Source: an optimization exercise on an open RTL-to-GDS flow (aim: small area). Production flows keep margins and buffers that such runs may drop. In this exercise RTL edits were held to simulation tests only and were not proved equivalent to the original.

**design/flow/run.sh**
```bash
#!/bin/bash
# synth_recipe.tcl (not shown) runs the flow's synth.tcl, then flattens the netlist and writes it again
# the make line also repeats each setting of config.mk as NAME=value (left out here)
make -C /OpenROAD-flow-scripts/flow DESIGN_CONFIG=/design/flow/config.mk WORK_HOME=/design/flow/orfs CLKGATE_MAP_FILE= SYNTH_SCRIPT=/design/flow/synth_recipe.tcl finish
```
**design/flow/config.mk**
```make
export PLATFORM = sky130hd
export DESIGN_NAME = IIR6_27bit_fixed
export DESIGN_NICKNAME = IIR6_27bit_fixed
export VERILOG_FILES = /design/flow/design.v
export SDC_FILE = /design/flow/constraint.sdc
export NUM_CORES = 4
export LEC_CHECK = 0
export CAP_MARGIN = 20
export CORE_MARGIN = 2
export CORE_UTILIZATION = 40
export SLEW_MARGIN = 20
```
**design/flow/constraint.sdc**
```tcl
create_clock -name core_clock -period 20.0 [get_ports {state_clk}]
set_input_delay 4.0000 -clock core_clock [delete_from_list [all_inputs] [get_ports {state_clk}]]
set_output_delay 4.0000 -clock core_clock [all_outputs]
set_load 0.01 [all_outputs]
```
**design/flow/design.v**
```verilog
module IIR6_27bit_fixed (audio_out, audio_in, 
			scale, 
			b1, b2, b3, b4, b5, b6, b7,
			a2, a3, a4, a5, a6, a7,
			state_clk, lr_clk, reset) ;
output reg signed [15:0] audio_out ;
input wire signed [15:0] audio_in ;
input wire [2:0] scale ;
input wire signed [26:0] b1, b2, b3, b4, b5, b6, b7, a2, a3, a4, a5, a6, a7 ;
input wire state_clk, lr_clk, reset ;
wire signed [26:0] f1_mac_new, f1_coeff_x_value ;
reg signed [26:0] f1_coeff, f1_mac_old, f1_value ;
reg signed [26:0] x_n ;
reg signed [26:0] x_n1, x_n2, x_n3, x_n4, x_n5, x_n6 ; 
reg signed [26:0] f1_y_n1, f1_y_n2, f1_y_n3, f1_y_n4, f1_y_n5, f1_y_n6 ; 
signed_mult f1_c_x_v (f1_coeff_x_value, f1_coeff, f1_value);
assign f1_mac_new = f1_mac_old + f1_coeff_x_value ;
reg [3:0] state ;
reg last_clk ; 
always @ (posedge state_clk) 
begin
	if (reset)
	begin
		state <= 4'd15 ;  
		x_n1 <= 27'd0 ; x_n2 <= 27'd0 ; x_n3 <= 27'd0 ;
		x_n4 <= 27'd0 ; x_n5 <= 27'd0 ; x_n6 <= 27'd0 ;
		f1_y_n1 <= 27'd0 ; f1_y_n2 <= 27'd0 ; f1_y_n3 <= 27'd0 ;
		f1_y_n4 <= 27'd0 ; f1_y_n5 <= 27'd0 ; f1_y_n6 <= 27'd0 ;
		audio_out <= 16'd0 ;
		last_clk <= 1'b0 ;
	end
	else begin
		case (state)
			1: 
			begin
				f1_mac_old <= 27'd0 ;
				f1_coeff <= b1 ;
				f1_value <= {audio_in, 11'b0} ;				
				x_n <= {audio_in, 11'b0} ;				
				state <= 4'd2;
			end
			2: 
			begin
				f1_mac_old <= f1_mac_new ;
				f1_coeff <= b2 ;
				f1_value <= x_n1 ;				
				state <= 4'd3;
			end
			3:
			begin
				f1_mac_old <= f1_mac_new ;
				f1_coeff <= b3 ;
				f1_value <= x_n2 ;
				state <= 4'd4;
			end
			4:
			begin
				f1_mac_old <= f1_mac_new ;
				f1_coeff <= b4 ;
				f1_value <= x_n3 ;
				state <= 4'd5;
			end
			5:
			begin
				f1_mac_old <= f1_mac_new ;
				f1_coeff <= b5 ;
				f1_value <= x_n4 ;
				state <= 4'd6;
			end
			6: 
			begin
				f1_mac_old <= f1_mac_new ;
				f1_coeff <= b6 ;
				f1_value <= x_n5 ;
				state <= 4'd7;
			end
			7: 
			begin
				f1_mac_old <= f1_mac_new ;
				f1_coeff <= b7 ;
				f1_value <= x_n6 ;
				state <= 4'd8;
			end
			8:
			begin
				f1_mac_old <= f1_mac_new ;
				f1_coeff <= a2 ;
				f1_value <= f1_y_n1 ; 
				state <= 4'd9;
			end
			9: 
			begin
				f1_mac_old <= f1_mac_new ;
				f1_coeff <= a3 ;
				f1_value <= f1_y_n2 ; 				
				state <= 4'd10;
			end
			4'd10: 
			begin
				f1_mac_old <= f1_mac_new ;
				f1_coeff <= a4 ;
				f1_value <= f1_y_n3 ; 				
				state <= 4'd11;
			end
			4'd11: 
			begin
				f1_mac_old <= f1_mac_new ;
				f1_coeff <= a5 ;
				f1_value <= f1_y_n4 ; 				
				state <= 4'd12;
			end
			4'd12: 
			begin
				f1_mac_old <= f1_mac_new ;
				f1_coeff <= a6 ;
				f1_value <= f1_y_n5 ; 				
				state <= 4'd13;
			end
			13: 
			begin
				f1_mac_old <= f1_mac_new ;
				f1_coeff <= a7 ;
				f1_value <= f1_y_n6 ; 				
				state <= 4'd14;
			end
			14: 
			begin
				f1_y_n1 <= f1_mac_new<<scale ; 
				audio_out <= f1_y_n1[26:11] ;				
				f1_y_n2 <= f1_y_n1 ;
				f1_y_n3 <= f1_y_n2 ;
				f1_y_n4 <= f1_y_n3 ;
				f1_y_n5 <= f1_y_n4 ;
				f1_y_n6 <= f1_y_n5 ;				
				x_n1 <= x_n ;
				x_n2 <= x_n1 ;
				x_n3 <= x_n2 ;
				x_n4 <= x_n3 ;
				x_n5 <= x_n4 ;
				x_n6 <= x_n5 ;
				state <= 4'd15;
			end
			15:
			begin
				if (lr_clk && last_clk==1)
				begin
					state <= 4'd1 ;
					last_clk <= 1'h0 ;
				end
				else if (~lr_clk && last_clk==0)
				begin
					last_clk <= 1'h1 ;				
				end	
			end
			default:
			begin
				state <= 4'd15 ;
			end
		endcase
	end
end	
endmodule
module signed_mult (out, a, b);
	output 		[26:0]	out;
	input 	signed	[26:0] 	a;
	input 	signed	[26:0] 	b;
	wire	signed	[26:0]	out;
	wire 	signed	[53:0]	mult_out;
	assign mult_out = a * b;
	assign out = {mult_out[53], mult_out[49:24]};
endmodule
```
==> notes.md <==
-- sequential cells by signal (all words and copies together), names as in the netlist, 27 cells and up --
| name | flops |
|---|---|
| f1_y_n1 | 27 |
| f1_y_n4 | 27 |
| f1_mac_old | 27 |
| f1_y_n5 | 27 |
| f1_coeff | 27 |
| f1_y_n6 | 27 |
| f1_y_n2 | 27 |
| f1_value | 27 |
| f1_y_n3 | 27 |
-- kinds of logic (layout without fill, tap and decap cells) --
family	Yosys count	in the layout	synth area share [%]
adder cells (fa/ha/maj)	943	943	40.5
XOR/XNOR	59	59	1.20
flip-flops	360	360	18.9
buffers and inverters	1130	1368	9.96
multiplexers	35	35	1.07
AND/OR/NAND/NOR	1547	1547	16.2
AO/OA/AOI/OAI	748	748	12.1
other	0	6	0
-- worst register-to-register path, delay by kind of cell, from the launching register on --
| family | cells | cell delay [ps] |
|---|---|---|
| adder cells (fa/ha/maj) | 9 | 3900 |
| buffers and inverters | 4 | 210 |
| XOR/XNOR | 2 | 390 |
| AND/OR/NAND/NOR | 8 | 1560 |
| AO/OA/AOI/OAI | 11 | 3430 |
| flip-flops | 1 | 1070 |
-- worst max-delay path by stage --
stage	endpoint	startpoint	slack, ps
3_5_place_dp	f1_y_n1[26]$_SDFFE_PP0N_	f1_coeff[11]$_DFFE_PP_	9270
2_1_floorplan	f1_y_n1[21]$_SDFFE_PP0N_	f1_coeff[26]$_DFFE_PP_	11080
3_3_place_gp	f1_y_n1[26]$_SDFFE_PP0N_	f1_coeff[26]$_DFFE_PP_	9300
6_report	f1_y_n1[26]$_SDFFE_PP0N_	f1_coeff[14]$_DFFE_PP_	9330
4_1_cts	f1_y_n1[26]$_SDFFE_PP0N_	f1_coeff[14]$_DFFE_PP_	9240
5_1_grt	f1_y_n1[26]$_SDFFE_PP0N_	f1_coeff[26]$_DFFE_PP_	8720
-- stage by stage --
stage | worst slack [ps] | instance area, um^2 | utilization, % | instances
2_1_floorplan | 11080 | 43200 | - | 4822
3_3_place_gp | 9300 | 48300 | 45.1 | 6378
3_5_place_dp | 9270 | 48400 | 45.1 | 6380
4_1_cts | 9240 | 49800 | 46.4 | 6456
5_1_grt | 8720 | 49900 | 46.5 | 6468
6_report | 9330 | 49900 | 46.5 | 6469
-- final cells by class --
| type | instances | area share [%] |
|---|---|---|
| clock inverter | 20 | 0.436 |
| multi-input combinational | 3332 | 61.9 |
| antenna | 6 | 0.0301 |
| clock buffer | 56 | 2.29 |
| tap | 1403 | 3.52 |
| inverter | 820 | 6.17 |
| sequential | 360 | 16.4 |
| timing repair buffer | 472 | 9.26 |
-- cell usage after synthesis, types with 97 or more instances --
master,n,area (um^2)
sky130_fd_sc_hd__ha_1,182,2280
sky130_fd_sc_hd__a22o_1,129,1130
sky130_fd_sc_hd__inv_1,818,3070
sky130_fd_sc_hd__a221oi_1,130,1140
sky130_fd_sc_hd__nand2_1,913,3430
sky130_fd_sc_hd__a21oi_1,291,1460
sky130_fd_sc_hd__edfxtp_1,97,2910
sky130_fd_sc_hd__dfxtp_1,263,5270
sky130_fd_sc_hd__and2_1,339,2120
sky130_fd_sc_hd__nor2_1,134,503
sky130_fd_sc_hd__fa_1,761,15200
sky130_fd_sc_hd__clkbuf_1,285,1070
-- metal layers --
metal | up-vias | share of wire, %
met5 | - | 0.050
met4 | 12 | 3.4
met3 | 197 | 7.4
met2 | 1404 | 46
met1 | 17945 | 43
li1 | 15659 | -
==> flow_metrics.py <==
metrics = {
    "placement": {
        "portBuffers": 388,
        "gpl.final_weighted_congestion": 0.924,
        "dp_hpwl_mm": 119,
    },
    "grt": {
        "overflow": 0,
        "grt_start_max_net_pins": 100,
        "gr-usage-all-layers_pct": 27.9,
        "grt_first_pass_wirelength_mm": 232,
        "grt.met1_usage_pct": 38.8,
        "groute.layer.met3.usage_pct": 4.43,
        "gr-usage-met2_pct": 44.8,
        "globalRoute.busiestLayer": "met2",
        "grt_antenna_before_repair": 21,
        "grt_pass1_vias": 35996,
    },
    "floorplan": {
        "num_rows": 120,
        "fp.dieH_um": 333,
        "ios": 389,
        "placeableCoreArea_um2": 107000,
        "floorplan.die_area_um2": 111000,
        "die_width_um": 333,
        "floorplan.initialDensity_pct": 40.3,
    },
    "cts": {
        "tritoncts": "built",
        "cts_max_path_buffers": 3,
        "cts.clk_slew.worst_paths_ps": 60,
        "cts-resized-gates": 0,
        "worst_skew_pair.late_latency_ps": 590,
        "cts_root_buffer": "sky130_fd_sc_hd__clkbuf_16",
        "cts_inserted_buffers": 41,
        "cts_setup_buffers": 0,
        "cts.hold.buffers_added": 0,
        "cts.htree.levels": 2,
        "clock_sinks": 360,
    },
    "cells_and_area": {
        "nets": 6343,
        "layout-drive-gt1-share_pct": 4.09,
        "final_common_cell": "sky130_fd_sc_hd__nand2_1",
        "synth_to_final_area_change_pct": 15.4,
        "fillerInstances": 10373,
        "seq_area_um2": 8180,
        "multi_input_area_um2": 30900,
        "most_frequent_cells_in_the_layout": "913 x sky130_fd_sc_hd__nand2_1, 818 x sky130_fd_sc_hd__inv_1, 761 x sky130_fd_sc_hd__fa_1, 387 x sky130_fd_sc_hd__clkdlybuf4s50_1, 339 x sky130_fd_sc_hd__and2_1",
    },
    "logic_synthesis": {
        "post_synth_instance_area_um2": 43200,
        "synth-seq-area-share_pct": 18.9,
        "synthesized_netlist_cell_count": 4822,
        "yosys_register_bits": 360,
        "synth_enable_flop_cells": 97,
        "async_flop_share_pct": 0,
        "yosys_warnings": 1,
        "synth_top_flop_cell": "sky130_fd_sc_hd__dfxtp_1",
        "synth_area_per_cell_um2": 8.97,
        "synthDistinctLibCells": 76,
        "post_syn_nets": 6138,
    },
    "worst_setup_path": {
        "crit_cells": 34,
        "critical_path_required_ps": 20420,
        "critPathCaptureType": "flop",
        "crit_path_top_delay_cell": "sky130_fd_sc_hd__edfxtp_1",
        "crit_path_start_kind": "flop",
        "setup.worst_path.class": "reg -> reg",
        "reg2reg_from": "f1_coeff[14]$_DFFE_PP_",
        "critPathMostFrequentCell": "sky130_fd_sc_hd__fa_1",
        "crit_family": "adder cells",
        "cp_max_fo": 27,
        "worst_r2r_endpoint": "f1_y_n1[26]$_SDFFE_PP0N_",
        "r2r_setup_slk_ps": 9330,
        "crit_path_max_incr_delay_ps": 1070,
        "critPathArrivalTime_ps": 11100,
        "reg2regPathDepth": 34,
        "critPathBufInv": 4,
    },
    "timing": {
        "fin_worst_skew_ps": 28.2,
        "hold_slack_ps": 445,
        "setup_violations_final": 0,
        "unrepaired_setup_endpoints_after_global_routing": "false",
        "fin_setup_tns_ps": 0,
        "fin_crit_sh_pct": 53.4,
        "hold_violations": 0,
        "finalCriticalPeriod_ps": 10670,
        "worst_pin_slew_ps": 1150,
        "max_slew_margin_pct": 23.5,
        "slew_viol_final": 0,
        "achievable-frequency_mhz": 93.7,
    },
    "drt": {
        "detailedRoute.firstPassIterationCount": 8,
        "drc": 0,
        "num_vias": 35217,
        "totalWireLength_mm": 154,
        "final_antenna_net_count": 0,
        "post_drt_via_cell_ratio": 5.44,
        "drt_first_iter_violations": 3264,
        "wl_per_cell_um": 23.8,
    },
    "hold_path": {
        "min_path_type": "reg -> reg",
        "hold_startpoint": "x_n3[21]$_SDFFE_PP0N_",
        "hold-path-cell-count": 2,
        "whs_endpoint": "x_n4[21]$_SDFFE_PP0N_",
    },
    "status": {
        "outcome": "complete, no violations",
    },
    "run": {
        "drv.max_cap_violation_count": 0,
    },
}

## what the ideal ports hide
In the flow no input, the clock included, has a driving cell. The finished layout below was timed again as built, in two steps. Step 1 sets driving cells, clkbuf_16 on the clock port and buf_2 on the other inputs (assumed; they add their load-dependent delay and slew). Step 2 also shifts input and output timing later by t, the mid clock arrival at the registers, as if the neighbouring blocks saw the same clock. a / b / c = ideal / step 1 / step 2; a / b = the first two.
t (ns): 0.642
setup slack, ns: 9.327 / 9.327 / 9.327
worst register clock-pin slew, ns: 0.07 / 0.07
worst slew at a driven data input, ns: 0.19
After both steps setup and hold are still met in this run. For this run, drivers alone change the setup slack by 0.000 ns; drivers and shift together by 0.000 ns.
